Source: an optimization exercise on an open RTL-to-GDS flow (aim: small area). Production flows keep margins and buffers that such runs may drop.
Only simulation tests tie the RTL to the original design; equivalence was not proved.
No activity file was given, so power comes from the tool's default toggle rates.

==> flow/design.v <==
module video_uut (
    input  wire         clk_i,             
    input  wire         rst_i,             
    input  wire         cen_i,             
    input  wire         vid_sel_i,         
    input  wire [19:0]  vdat_bars_i,       
    input  wire [19:0]  vdat_colour_i,     
    input  wire [3:0]   fvht_i,            
    output wire [3:0]   fvht_o,            
    output wire [19:0]  video_o            
);
reg [3:0]  fvht_d1;       
reg [19:0] vid_d1;        
reg [9:0]  h2_ofs;
reg [9:0]  v2_ofs;
reg [9:0]  h_counter;     
reg [9:0]  v_ofs;
reg [15:0] slow_counter;
reg [9:0]  sq_ofs;
reg        sq_leg;
reg        flip;
wire H_IN  = fvht_i[1];
wire V_IN  = fvht_i[2];
wire H_DLY = fvht_d1[1];
wire V_DLY = fvht_d1[2];
wire H_POS = H_IN & ~H_DLY;
wire H_NEG = ~H_IN & H_DLY;
wire V_POS = V_IN & ~V_DLY;
wire in_shape  = h2_ofs[9] & (h2_ofs[8:0] < 9'd200) &
                 v2_ofs[9] & (v2_ofs[8:0] < 9'd200);
wire shape_top = v2_ofs[8:0] < 9'd20;
wire [9:0] sq_along = sq_leg ? v_ofs : h_counter;
wire [9:0] sq_diff  = sq_ofs - sq_along;
wire in_square = (sq_diff < 10'd20) &&
                 (sq_leg ? (h_counter >= 10'd1004)
                         : (~v_ofs[9] & (v_ofs[7:0] < 8'd20)));        
wire in_box = (h_counter >= 10'd100) && (h_counter < 10'd150) &&
              ~v_ofs[9] && (v_ofs[7:0] >= 8'd50) && (v_ofs[7:0] < 8'd80);  
wire h2_clr  = cen_i & H_NEG;
wire v2_set  = cen_i & H_POS & V_POS;
wire v2_inc  = cen_i & H_POS;
wire r_inc   = cen_i & ~in_shape;             
wire v_inc   = r_inc & (&h_counter);          
wire v_wrap  = v_inc & (&v_ofs);              
wire sq_step = cen_i & (&slow_counter);       
wire sq_end  = sq_step & (&sq_ofs);           
always @(posedge clk_i) begin
    if (rst_i | h2_clr) h2_ofs <= 10'd12;
    else                h2_ofs <= h2_ofs + {9'd0, cen_i};
    if (rst_i)       v2_ofs <= 10'd12;
    else if (v2_set) v2_ofs <= 10'd13;
    else             v2_ofs <= v2_ofs + {9'd0, v2_inc};
    if (rst_i) h_counter <= 0;
    else       h_counter <= h_counter + {9'd0, r_inc};
    if (rst_i | v_wrap) v_ofs <= 10'd256;
    else                v_ofs <= v_ofs + {9'd0, v_inc};
    if (rst_i) slow_counter <= 0;
    else       slow_counter <= slow_counter + {15'd0, cen_i};
    if (rst_i)       sq_ofs <= 10'd19;
    else if (sq_end) sq_ofs <= sq_leg ? 10'd1023 : 10'd275;
    else             sq_ofs <= sq_ofs + {9'd0, sq_step};
    if (rst_i)       sq_leg <= 1'b0;
    else if (sq_end) sq_leg <= 1'b1;
end
always @(posedge clk_i) begin
    if (rst_i) begin
        fvht_d1 <= 0;
        vid_d1  <= 0;
        flip    <= 0;
    end else if (cen_i) begin
        fvht_d1 <= fvht_i;
        if (in_shape) begin
            vid_d1 <= shape_top ? {10'h040, 10'h200} :
                      flip ? {10'h040, 10'h1b3} : {10'h040, 10'h350};
            flip <= ~flip;
        end else if (in_square || in_box)
            vid_d1 <= {10'h040, 10'h200};
        else
            vid_d1 <= vid_sel_i ? vdat_colour_i : vdat_bars_i;
    end
end
assign fvht_o  = fvht_d1;
assign video_o = vid_d1;
endmodule
==> flow/flow/run.sh <==
#!/bin/bash
# Own layout flow: the standard synthesis, an area re-mapping of its
# combinational logic (flip-flops untouched, best of several ABC seeds),
# then the standard ORFS layout with smaller port and clock-tree buffers.
set -euo pipefail
W=$(pwd)
R=$W/orfs/results/$FLOW_PLATFORM/video_uut/base
PLAT=$FLOW_HOME/platforms/$FLOW_PLATFORM
LIB=$PLAT/lib/sky130_fd_sc_hd__tt_025C_1v80.lib

bash standard.sh synth > $W/log_synth.log 2>&1
cp $R/1_2_yosys.v $W/std_1_2_yosys.v

DU=$(sed -n '/^export DONT_USE_CELLS += /,/^#/p' $PLAT/config.mk | grep -o 'sky130_fd_sc_hd__[a-z0-9_]*' | tr '\n' ' ')
best=""; best_area=""
for S in 1 2 3 4; do
  mkdir -p $W/resyn_$S
  sed -e "s/@T@/${RESYN_T:-150}/" -e "s/@S@/$S/" $W/flow/resyn_abc.in > $W/resyn_$S/resyn.abc
  ( DONT_USE_CELLS="$DU" RESYN_LIB=$LIB RESYN_IN=$W/std_1_2_yosys.v \
    RESYN_OUT=$W/resyn_$S/resyn.v RESYN_ABC=$W/resyn_$S/resyn.abc RESYN_DIR=$W/resyn_$S FLOW_TOP=$FLOW_TOP \
    yosys -c $W/flow/resyn.tcl > $W/log_resyn_$S.log 2>&1 || true ) &
done
wait
for S in 1 2 3 4; do
  f=$W/resyn_$S/resyn_stat_after.txt
  [[ -f $W/resyn_$S/resyn.v && -f $f ]] || continue
  a=$(grep 'Chip area for' $f | tail -1 | awk '{print $NF}')
  echo "seed $S area $a" >> $W/log_resyn_pick.log
  if [[ -z "$best" ]] || awk "BEGIN{exit !($a < $best_area)}"; then best=$S; best_area=$a; fi
done
if [[ -n "$best" ]]; then
  echo "picked seed $best ($best_area)" >> $W/log_resyn_pick.log
  cp $W/resyn_$best/resyn.v $R/1_2_yosys.v
else
  echo "no re-mapping succeeded; keeping the standard netlist" >> $W/log_resyn_pick.log
fi
rm -f $R/1_synth.odb

export BUFFER_PORTS_ARGS="-buffer_cell sky130_fd_sc_hd__buf_1"
export CTS_ARGS="-sink_clustering_enable -repair_clock_nets -buf_list sky130_fd_sc_hd__clkbuf_8 -dont_use_dummy_load"
bash standard.sh finish > $W/log_layout.log 2>&1
==> flow/flow/resyn.tcl <==
# Re-map the combinational logic of the standard synthesis netlist for area.
# Every flip-flop instance (name, cell type, connections) is kept as it is.
set lib $::env(RESYN_LIB)
set dont_use {}
foreach c $::env(DONT_USE_CELLS) { lappend dont_use -dont_use $c }
yosys read_liberty -ignore_miss_func $lib
yosys read_verilog $::env(RESYN_IN)
yosys hierarchy -top $::env(FLOW_TOP)
yosys setattr -mod -set keep_hierarchy 1 sky130_fd_sc_hd__df*
yosys flatten -noscopeinfo
yosys rename -hide w:*.*
yosys opt_clean
yosys tee -o $::env(RESYN_DIR)/resyn_stat_before.txt stat -liberty $lib
yosys abc -script $::env(RESYN_ABC) -liberty $lib {*}$dont_use
yosys read_liberty -lib -overwrite -ignore_miss_func $lib
yosys opt_clean -purge
yosys splitnets
yosys opt_clean -purge
yosys hilomap -singleton -hicell sky130_fd_sc_hd__conb_1 HI -locell sky130_fd_sc_hd__conb_1 LO
yosys insbuf -buf sky130_fd_sc_hd__buf_4 A X
yosys tee -o $::env(RESYN_DIR)/resyn_stat_after.txt stat -liberty $lib
yosys check -assert -mapped
yosys write_verilog -noattr -nohex -nodec $::env(RESYN_OUT)
==> flow/flow/resyn_abc.in <==
&get -n
&st
&deepsyn -T @T@ -S @S@
&dch
&nf -R 1000
&put
mfs2
&get -n
&st
&dch
&nf -R 1000
&put
mfs2
&get -n
&st
&dch
&nf -R 1000
&put
mfs2
&get -n
&st
&dch
&nf -R 1000
&put
==> flow/standard.sh <==
#!/bin/bash
# synth_recipe.tcl (not shown) runs the flow's synth.tcl, then flattens the netlist and writes it again
# the make line also repeats each setting of config.mk as NAME=value (left out here)
make -C /OpenROAD-flow-scripts/flow DESIGN_CONFIG=/design/flow/config.mk WORK_HOME=/design/flow/orfs CLKGATE_MAP_FILE= SYNTH_SCRIPT=/design/flow/synth_recipe.tcl "${@:-finish}"
==> flow/config.mk <==
export PLATFORM = sky130hd
export DESIGN_NAME = video_uut
export DESIGN_NICKNAME = video_uut
export VERILOG_FILES = /design/flow/design.v
export SDC_FILE = /design/flow/constraint.sdc
export NUM_CORES = 4
export LEC_CHECK = 0
export CAP_MARGIN = 20
export CORE_MARGIN = 2
export CORE_UTILIZATION = 40
export PLACE_DENSITY = 0.6
export SLEW_MARGIN = 20
==> flow/constraint.sdc <==
create_clock -name core_clock -period 5.0 [get_ports {clk_i}]
set_input_delay 1.0000 -clock core_clock [delete_from_list [all_inputs] [get_ports {clk_i}]]
set_output_delay 1.0000 -clock core_clock [all_outputs]
set_load 0.01 [all_outputs]
==> summary.md, run 1 <==
| Metric | Value |
|---|---|
| Clock Tree Root | `clkbuf_8` |
| CP startpoint kind | `input port` |
| Final Instance Count excl. Fillers | `~630` |
| Crit path required time | `5220 ps` |
| ANT cells | `0` |
| Die Y | `approximately 100 um` |
| Placed cells | `roughly 620` |
| Cells after Synth | `439` |
| VDD IR max | `around 0.12 mV` |
| Die X | `a little over 100 um` |
| # IOs | `between 70 and 80` |
| P per Cell Area | `approximately 280 nW/um^2` |
| Max FO, Critical Path | `6` |
| Post-route cell area | `4310 um^2` |
| Warning count from the yosys run | `1` |
| Register area | `between 1500 and 2000 um^2` |
| Detailed Routing Iterations Pass 1 | `5` |
| DP Worst Slack | `-119 ps` |
| Initial antenna violation count | `0` |
| Vias/cell | `5.44` |
| Hold crit path type | `reg2reg` |
| Fillers | `a little under 900` |
| H-tree Lvls | `3` |
| Tmin final | `approximately 4500 ps` |
| Status | `finished clean` |
| Final Max Slew Viols | `0` |
| DRC viols | `0` |
| Dpl cell area | `approximately 4200 um^2` |
| # port buffers | `71` |
| Row cnt | `35` |
| Synthesized area per cell | `~8.5 um^2` |
| Num CTS Buffers | `9` |
| CTS tree | `yes` |
| Share of layout cells above drive strength 1 | `3.44%` |
| Flop2flop setup slack | `about 810 ps` |
| Largest net degree at the start of global routing | `35` |
| Clock sinks | `92` |
| DRT antenna net count | `0` |
| Multi-input gate area | `around 1800 um^2` |
| Clock Latency Late Sink | `about 360 ps` |
| Worst Tran Pin Value | `997 ps` |
| Max Cap Viol | `0` |
| Highest Clock Rate | `~0.22 GHz` |
| Nets@finish | `~570` |
| Area of the core | `slightly above 9000 um^2` |
| Initial core utilization | `between 40% and 50%` |
| Final Skew | `32.3 ps` |
| Final hold vios | `0` |
| Full die area | `about 10000 um^2` |
| Setup WS post-layout | `~460 ps` |
| Vias | `around 3.4k` |
| Hold buffer count at cts | `0` |
| Starting DRT DRC Count | `121` |
| Gr ovfl total | `0` |
| Vias in the first global route | `between 3k and 4k` |
| Max clock buf depth | `2` |
| Crit Path Class | `in2reg` |
| Area delta synth->final | `15.2%` |
| First-pass GRT wire length | `between 10 and 15 mm` |
| RSZ-0062 raised after global routing | `no` |
| Placer Congestion | `~0.76` |
| # Post-CTS Setup Buffers | `0` |
| Fin crit share | `around 90%` |
| HPWL after detailed placement | `roughly 6.0 mm` |
| Slew margin rel. | `around a third` |
| Leakage power | `approximately 1.6 nW` |
| Final WL | `between 8 and 9 mm` |
| Crit path capture type | `flop` |
| Clock Pin Slew Worst Setup and Hold Paths | `~70 ps` |
| Post-Synthesis Cell Area | `about 3700 um^2` |
| Critical path data arrival time | `approximately 4800 ps` |
| Total Routing Usage GR | `16.7%` |
| Setup Viol. Count Final | `0` |
| DR WL/cell | `~13 um` |
| Syn nets | `a little under 500` |
| Setup TNS | `0 ps` |
## where the power goes
| group | internal [mW] | switching, mW |
|---|---|---|
| logic | 0.0260 | 0.0402 |
| clock network | 0.162 | 0.228 |
| registers | 0.743 | 0.00747 |
## layout make-up
| cell class | instances | area share [%] |
|---|---|---|
| Tap cell | 111 | 3.22 |
| Inverter | 15 | 1.31 |
| Clock buffer | 9 | 2.87 |
| Timing Repair Buffer | 77 | 7.22 |
| Sequential cell | 92 | 42.7 |
| Multi-Input combinational cell | 330 | 42.7 |
## timing repair
item                                    CTS  global route
endpoints found under the setup margin    0             6
hold endpoints to repair                  0             0
gates resized for setup                   0             2
## flip-flops by register name, summed over array words and instances, names as in the netlist
name,cells
v2_ofs,10
sq_leg,1
flip,1
vid_d1,20
v_ofs,10
slow_counter,16
fvht_d1,4
h_counter,10
h2_ofs,10
sq_ofs,10
## placed cells by master, fill, tap and decap left out, types with 10 or more instances in the layout
cell and instances:
buf_1 71, xnor2_1 11, nor3_1 34, dfxtp_1 92, mux2i_1 10, o21ai_0 35, a21oi_1 51, and3_1 25
nand2_1 35, clkinv_1 15, nor2_1 56
## per-layer routing
metal  up-vias  share of wire, %  global-route usage (%)
li1       1760                 -                       -
met1      1587                48                    21.8
met2        83                46                    26.1
met3        16               4.4                    4.72
met4         0               2.0                    6.64
met5         -                 0                       0
## path summary, 6_finish.rpt
kind,from,end,depth (start not counted)
worst max-delay path,cen_i,sq_ofs[5],20
worst min-delay path,vid_d1[16],vid_d1[16],2
worst max register to register,slow_counter[0],sq_ofs[5],19
worst min register to register,vid_d1[16],vid_d1[16],2
## stage by stage
| step | hold WS [ps] | power, mW | util [%] |
|---|---|---|---|
| 5_1_grt | 473 | 1.26 | 47.1 |
| 6_report | 440 | 1.21 | 47.1 |
| 4_1_cts | 442 | 1.22 | 47.0 |
| 3_5_place_dp | 432 | 0.834 | 45.6 |
| 2_1_floorplan | 421 | 0.800 | - |
| 3_3_place_gp | 425 | 0.832 | 45.6 |
## critical path, stage by stage
cell and delay (ps):
buf_1 90, and3_1 230, and3_1 210, and2_0 240, and3_1 220, and2_0 160
and3_1 200, and2_0 160, and3_1 200, and2_0 240, and3_1 260, and3_1 230
nand2_1 100, nor2_2 170, nand2_1 90, nor2_1 210, and3_1 280, nor2_1 110
a21oi_2 270, nor3_1 100
==> inputs of run 2 (changes only) <==
--- a/flow/flow/run.sh
+++ b/flow/flow/run.sh
@@ -13,15 +13,19 @@
 
 DU=$(sed -n '/^export DONT_USE_CELLS += /,/^#/p' $PLAT/config.mk | grep -o 'sky130_fd_sc_hd__[a-z0-9_]*' | tr '\n' ' ')
 best=""; best_area=""
-for S in 1 2 3 4; do
+run_seed() {
+  local S=$1
   mkdir -p $W/resyn_$S
   sed -e "s/@T@/${RESYN_T:-150}/" -e "s/@S@/$S/" $W/flow/resyn_abc.in > $W/resyn_$S/resyn.abc
-  ( DONT_USE_CELLS="$DU" RESYN_LIB=$LIB RESYN_IN=$W/std_1_2_yosys.v \
+  DONT_USE_CELLS="$DU" RESYN_LIB=$LIB RESYN_IN=$W/std_1_2_yosys.v \
     RESYN_OUT=$W/resyn_$S/resyn.v RESYN_ABC=$W/resyn_$S/resyn.abc RESYN_DIR=$W/resyn_$S FLOW_TOP=$FLOW_TOP \
-    yosys -c $W/flow/resyn.tcl > $W/log_resyn_$S.log 2>&1 || true ) &
-done
+    yosys -c $W/flow/resyn.tcl > $W/log_resyn_$S.log 2>&1 || true
+}
+for S in 1 2 3 4; do run_seed $S & done
 wait
-for S in 1 2 3 4; do
+for S in 5 6 7 8; do run_seed $S & done
+wait
+for S in 1 2 3 4 5 6 7 8; do
   f=$W/resyn_$S/resyn_stat_after.txt
   [[ -f $W/resyn_$S/resyn.v && -f $f ]] || continue
   a=$(grep 'Chip area for' $f | tail -1 | awk '{print $NF}')
--- a/flow/config.mk
+++ b/flow/config.mk
@@ -7,6 +7,6 @@
 export LEC_CHECK = 0
 export CAP_MARGIN = 20
 export CORE_MARGIN = 2
-export CORE_UTILIZATION = 40
-export PLACE_DENSITY = 0.6
+export CORE_UTILIZATION = 70
+export PLACE_DENSITY = 0.8
 export SLEW_MARGIN = 20
==> run 2 against run 1 <==
Hold slack got worse by 2.3 ps. Highest routed layer unchanged. Clock power is 3% lower. Global-route usage grew 13 points. Register-to-register slack lost 40 ps. Area after synthesis did not move. Clock skew fell by 11 ps. Combinational power hardly changed. Sequential power about the same. Largest power group unchanged. Non-clock buffer count is 2 lower.
==> summary.md, run 2 <==
| Metric | Value |
|---|---|
| Status | `finished clean (unchanged)` |
| CP startpoint kind | `input port (unchanged)` |
| Crit path required time | `5220 ps (about the same)` |
| Highest Clock Rate | `0.218 GHz (was 0.220 GHz)` |
| P per Cell Area | `282 nW/um^2 (was 280 nW/um^2)` |
| Worst Tran Pin Value | `966 ps (was 997 ps)` |
| DRC viols | `0 (unchanged)` |
| ANT cells | `0 (unchanged)` |
| Critical path data arrival time | `4810 ps (was 4760 ps)` |
| Max FO, Critical Path | `6 (unchanged)` |
| Detailed Routing Iterations Pass 1 | `7 (was 5)` |
| Setup TNS | `0 ps (unchanged)` |
| Total Routing Usage GR | `29.3% (was 16.7%)` |
| Setup WS post-layout | `404 ps (was 459 ps)` |
| CP cell instances | `buf_1 > and3_1 > and3_1 > and2_1 > and3_1 > and2_1 > and3_1 > and2_1 > and3_1 > and2_0 > and3_1 > and3_1 > nand2_1 > nor2_2 > nand2_1 > nor2_1 > and3_2 > nor2_1 > a21oi_2 > nor2_1 (was buf_1 > and3_1 > and3_1 > and2_0 > and3_1 > and2_0 > and3_1 > and2_0 > and3_1 > and2_0 > and3_1 > and3_1 > nand2_1 > nor2_2 > nand2_1 > nor2_1 > and3_1 > nor2_1 > a21oi_2 > nor3_1)` |
| RSZ-0062 raised after global routing | `no (unchanged)` |
| Crit path capture type | `flop (unchanged)` |
| Area delta synth->final | `13.4% (was 15.2%)` |
| Post-Synthesis Cell Area | `3740 um^2 (unchanged)` |
| Slew margin rel. | `35.3% (was 32.7%)` |
| DRT antenna net count | `0 (unchanged)` |
| Row cnt | `26 (was 35)` |
| Placed cells | `582 (was 624)` |
| Final WL | `8.36 mm (was 8.31 mm)` |
| Nets@finish | `571 (was 573)` |
| Final Util | `82.5% (was 47.1%)` |
| Area of the core | `5140 um^2 (was 9150 um^2)` |
| Critical-path top delay cell | `and3_2 (was and3_1)` |
| Vias/cell | `5.99 (was 5.44)` |
| Die X | `77.1 um (was 101 um)` |
| Most frequent CP cell | `and3_1 (unchanged)` |
| R2R depth | `19 (unchanged)` |
| CTS tree | `yes (unchanged)` |
| H-tree Lvls | `3 (unchanged)` |
| Fillers | `359 (was 890)` |
| Stages on worst setup path | `20 (unchanged)` |
| HPWL after detailed placement | `6.13 mm (was 6.04 mm)` |
| Largest net degree at the start of global routing | `24 (was 35)` |
| Max Cap Viol | `0 (unchanged)` |
| Clock sinks | `92 (unchanged)` |
| Vias | `3538 (was 3446)` |
| Commonest non-fill, non-tap cell in the layout | `dfxtp_1 (unchanged)` |
| Hold crit path type | `reg2reg (unchanged)` |
| Starting DRT DRC Count | `299 (was 121)` |
| Fin crit share | `91.9% (was 90.8%)` |
| # port buffers | `71 (unchanged)` |
| Dpl cell area | `4110 um^2 (was 4180 um^2)` |
| Die Y | `77.1 um (was 101 um)` |
| Max clock buf depth | `2 (unchanged)` |
| Post-route cell area | `4240 um^2 (was 4310 um^2)` |
| Syn nets | `487 (unchanged)` |
| Vias in the first global route | `3321 (was 3064)` |
| Setup Viol. Count Final | `0 (unchanged)` |
| Clock Pin Slew Worst Setup and Hold Paths | `60 ps (was 70 ps)` |
| Crit path max-delay family | `simple AND/OR/NAND/NOR gates (unchanged)` |
| First-pass GRT wire length | `14.1 mm (was 13.7 mm)` |
| Initial core utilization | `72.8% (was 40.9%)` |
| Clock Latency Late Sink | `360 ps (about the same)` |
| Placer Congestion | `0.803 (was 0.760)` |
| CP Buf/Inv Count | `1 (unchanged)` |
| Final hold vios | `0 (unchanged)` |
| Final Skew | `21.6 ps (was 32.3 ps)` |
| Final Max Slew Viols | `0 (unchanged)` |
| Warning count from the yosys run | `1 (unchanged)` |
| Initial antenna violation count | `0 (unchanged)` |
| Leakage power | `1.58 nW (was 1.59 nW)` |
| Share of layout cells above drive strength 1 | `3.07% (was 3.44%)` |
| VDD IR max | `0.184 mV (was 0.118 mV)` |
| Hold buffer count at cts | `0 (unchanged)` |
| Clock Tree Root | `clkbuf_8 (unchanged)` |
| DR WL/cell | `14.1 um (was 13.1 um)` |
| Crit-path max cell delay | `270 ps (was 280 ps)` |
| Hold path cells | `2 (unchanged)` |
| Full die area | `5950 um^2 (was 10100 um^2)` |
| # IOs | `72 (unchanged)` |
| Final Instance Count excl. Fillers | `591 (was 634)` |
| Synthesized area per cell | `8.52 um^2 (unchanged)` |
| Reg with most FFs | `vid_d1 (unchanged)` |
| Crit Path Class | `in2reg (unchanged)` |
| Max reg flops | `20 (unchanged)` |
| Tmin final | `4600 ps (was 4540 ps)` |
| Gr ovfl total | `0 (unchanged)` |
| Num CTS Buffers | `9 (unchanged)` |
| Biggest regs | `vid_d1 (20), slow_counter (16) (unchanged)` |
| Cells after Synth | `439 (unchanged)` |
| Most frequent cells in the layout | `92 x dfxtp_1, 71 x buf_1, 56 x nor2_1, 51 x a21oi_1 (unchanged)` |
| DP Worst Slack | `-294 ps (was -119 ps)` |
run 2: area by class of cell:
class | count | area, um^2 | area share [%]
flip-flops and latches | 92 | 1840 | 43.4
multi-input cells | 330 | 1840 | 43.3
repair buffers | 75 | 297 | 6.99
clock buffers | 9 | 124 | 2.92
well taps | 70 | 87.6 | 2.06
inverters | 15 | 56.3 | 1.33
run 2: worst paths after layout:
check	from	to	slack, ps
setup reg to reg	slow_counter[0]	sq_ofs[3]	770
hold / removal	vid_d1[16]	vid_d1[16]	440
hold reg to reg	vid_d1[16]	vid_d1[16]	440
setup / recovery	cen_i	sq_ofs[3]	400
run 2: routing by layer:
| layer | vias up | part of all wire (%) | GRT usage [%] |
|---|---|---|---|
| met2 | 123 | 47 | 49.2 |
| met4 | 0 | 2.2 | 13.0 |
| met3 | 19 | 6.2 | 5.41 |
| met5 | - | 0 | 0 |
| met1 | 1639 | 44 | 36.8 |
| li1 | 1757 | - | - |
run 2: repair_timing:
item	in CTS	in global routing
buffers inserted	0	0
hold endpoints to repair	0	0
gates resized for setup	0	6
setup endpoints to repair	0	6
run 2: worst min-delay path, stage by stage (launching register included):
cell and delay, ps:
dfxtp_1 310, nand2_1 50, nand2_1 40
run 2: power by group:
part	switching [mW]	leakage (nW)	internal, mW
Combinational	0.0405	0.769	0.0254
Sequential	0.00817	0.745	0.743
Clock	0.216	0.0647	0.161
run 2: through the flow:
stage | hold slack, ps | total power [mW]
after floorplan | 421 | 0.800
after global placement | 426 | 0.830
after detailed placement | 429 | 0.833
after CTS | 439 | 1.21
after global routing | 467 | 1.24
final | 438 | 1.19

==> re-timing with driven ports <==
Ports are ideal in the flow. The routed layouts listed here were re-timed in OpenROAD.
Step 1: set_driving_cell puts a clkbuf_16 on clk_i and a buf_2 on each other input, an assumption about the parent block.
Step 2 adds t to the input delays and takes it off the output delays; t is the mean of the earliest and latest rising clock arrival at the registers after step 1. Input paths then give back, and output paths get back, about the clock's delay inside the block.
Three values: ideal, step 1, step 2; two values: the first two.
run | t (ns) | setup slack, ns | worst register clock-pin slew, ns | worst data-port slew with drivers (ns)
run 1 | 0.382 | 0.459 / 0.470 / 0.088 | 0.10 / 0.10 | 0.05
run 2 | 0.373 | 0.404 / 0.404 / 0.031 | 0.09 / 0.09 | 0.04
After both steps setup and hold are still met in every run listed. For run 2, which loses most, drivers alone change the setup slack by 0.000 ns; drivers and shift together by -0.373 ns.
